What follows belongs to an exercise in optimizing a design on an open flow for small area, a short achievable clock period and few clock cycles per item; a production flow would make more cautious choices.
The RTL was checked by simulation tests, not by an equivalence proof against the original design.
No activity file was given, so power comes from the tool's default toggle rates.

==> violet: inputs <==
==> flow/design.v (excerpt) <==
module filter
 #(parameter DWIDTH = 16,
   parameter DDWIDTH = 2*DWIDTH,
	parameter L = 160,
	parameter L_LOG = 8,
	parameter M = 147,
	parameter M_LOG = 8,
	parameter CWIDTH = 4*L,
	parameter J = 4,
	parameter J_LOG = 2)
  (input clk,
   input rst,
	output req_in,
	input ack_in,
	input signed [0:DWIDTH-1] data_in,
	output req_out,
	input ack_out,
	output signed [0:DWIDTH-1] data_out);
  reg req_in_r, req_out_r;
  reg [15:0] dout;
  assign req_in = req_in_r;
  assign req_out = req_out_r;
  assign data_out = dout;
  wire [15:0] din = data_in;
  reg [15:0] xb, x0, x1, x2, x3;    
  reg xbv;                          
  reg v0, v1, v2, v3;               
  reg [7:0] p;                      
  reg [3:0] o0, o1, o2, o3;         
  reg opb;                          
  reg a1;                           
  reg b1, b2;                       
  reg fb_en;                        
  reg [1:0] nfl;                    
  reg full;                         
  reg spv;                          
  reg pend;                         
  reg [15:0] sp;
  reg [30:0] acc;
  reg [6:0] ac;
  wire [26:0] rom;
  wire rm0 = o0[1] | o0[2];
  wire rm1 = o0[2] | o0[3];
  wire rm2 = o0[1] | o0[2] | o0[3];
  ...
Settings: LEC_CHECK=0, CAP_MARGIN=20, CORE_MARGIN=2, CORE_UTILIZATION=40, CTS_CLUSTER_DIAMETER=100, CTS_CLUSTER_SIZE=25, SLEW_MARGIN=20, SYNTH_MEMORY_MAX_BITS=16384; clock period 10.0 ns.
standard.sh (not shown) runs the stock make flow with config.mk's settings and CLKGATE_MAP_FILE= SYNTH_SCRIPT=/design/flow/synth_recipe.tcl, a recipe that flattens the netlist after the stock synthesis.
==> flow/flow/run.sh <==
#!/bin/bash
# The standard layout (standard.sh), with these changes:
#  - synthesis skips the quick ABC pass inside Yosys's synth, so the adder
#    trees reach the full-adder extraction as written (same registers);
#  - timing repair aims below the clock period (larger setup margin).
set -euo pipefail
bash standard.sh SYNTH_ARGS=-noabc SETUP_SLACK_MARGIN=6.95 finish > standard_make.log 2>&1
==> nickel (differences from violet) <==
--- a/flow/flow/run.sh
+++ b/flow/flow/run.sh
@@ -5,3 +5,3 @@
 #  - timing repair aims below the clock period (larger setup margin).
 set -euo pipefail
-bash standard.sh SYNTH_ARGS=-noabc SETUP_SLACK_MARGIN=6.95 finish > standard_make.log 2>&1
+bash standard.sh SYNTH_ARGS=-noabc SETUP_SLACK_MARGIN=7.0 finish > standard_make.log 2>&1
==> notes <==
- violet ran to the end with no violations. nickel completed with no timing, DRC or antenna violations.
- In sequential cell count, nickel and violet do not differ.
- Of violet and nickel, nickel has the higher power (gap 1.8%, measured against nickel).
- In nickel the clock power is higher than in violet, by 6.6%.
- Sequential power is about the same in violet and nickel.
- Against violet, the cell area of nickel is higher by 1.8%.
- In die area, nickel and violet do not differ.
- Of violet and nickel, nickel has the higher core utilization (gap 0.77 points).
- Between nickel and violet, the lower worst hold slack is in nickel (gap 2.9 ps).
- Combinational power: nickel is larger than violet (about 2%).
- Between violet and nickel, the lower sequential share of layout area is in nickel (gap 0.32 points).
==> figures <==
Outcome: nickel timing/DRC/antenna clean; violet timing/DRC/antenna clean
Fill cells: nickel 6016; violet 6013
Maximum number of pins on one net before global-route repair: nickel 54; violet 72
Layout Cell Area excl Fill: nickel 27470 um^2; violet 26990 um^2
Area occupied by multi-input gates: nickel 16120 um^2; violet 16050 um^2
Capture point of the critical path: nickel req_in; violet req_out
Utilization after layout: nickel 43.79%; violet 43.02%
Sequential power: nickel 2.23 mW; violet 2.24 mW
Worst setup path start: nickel req_in_r; violet req_out_r
Final weighted congestion in routability-driven placement: nickel 0.9786; violet 0.9691
Dpl hpwl: nickel 59700 um; violet 58720 um
Logic power comb: nickel 3.75 mW; violet 3.68 mW
Hold path start: nickel x1[1]; violet x1[2]
Met2 capacity usage during global routing: nickel 39.78%; violet 39.38%
Number of ordinary inverters in the final layout: nickel 85; violet 84
Sequential Power Share: nickel 32.4%; violet 33.0%
Register fraction of the total cell area: nickel 30.04%; violet 30.36%
Multi-input logic portion of the cell area: nickel 58.66%; violet 59.45%
DRT iter0 DRCs: nickel 2308; violet 2356
Crit path time final: nickel 3038 ps; violet 3053 ps
Reg2Reg Capture Point: nickel r1[68]; violet r1[60]
Testbench counts of violet, summed over its fixed seeds: cycles 10,280, items 5,120.
Testbench counts of nickel, summed over its fixed seeds: cycles 10,280, items 5,120.

separate check: timing with driven ports:
How much do the figures lean on ideal ports? The routed layouts below were timed once more, with nothing changed but the port constraints.
Step 1, drivers: a clkbuf_16 drives clk and a buf_2 each remaining input, both assumed.
Step 2 also shifts input and output timing later by t, the mid clock arrival at the registers, as if the neighbouring blocks saw the same clock.
Slacks: no drivers / after step 1 / after step 2; pairs: no drivers / after step 1.
run	t (ns)	setup slack, ns	latest minus earliest clock arrival (ns)	slew at the worst register clock pin (ns)	pins driven straight from the clock port
violet	0.596	6.947 / 6.890 / 6.487	0.032 / 0.032	0.10 / 0.10	1
nickel	0.605	6.962 / 6.903 / 6.478	0.053 / 0.053	0.10 / 0.10	1
After both steps every run listed still meets setup and hold. For nickel, which loses most, drivers alone change the setup slack by -0.059 ns; drivers and shift together by -0.484 ns.
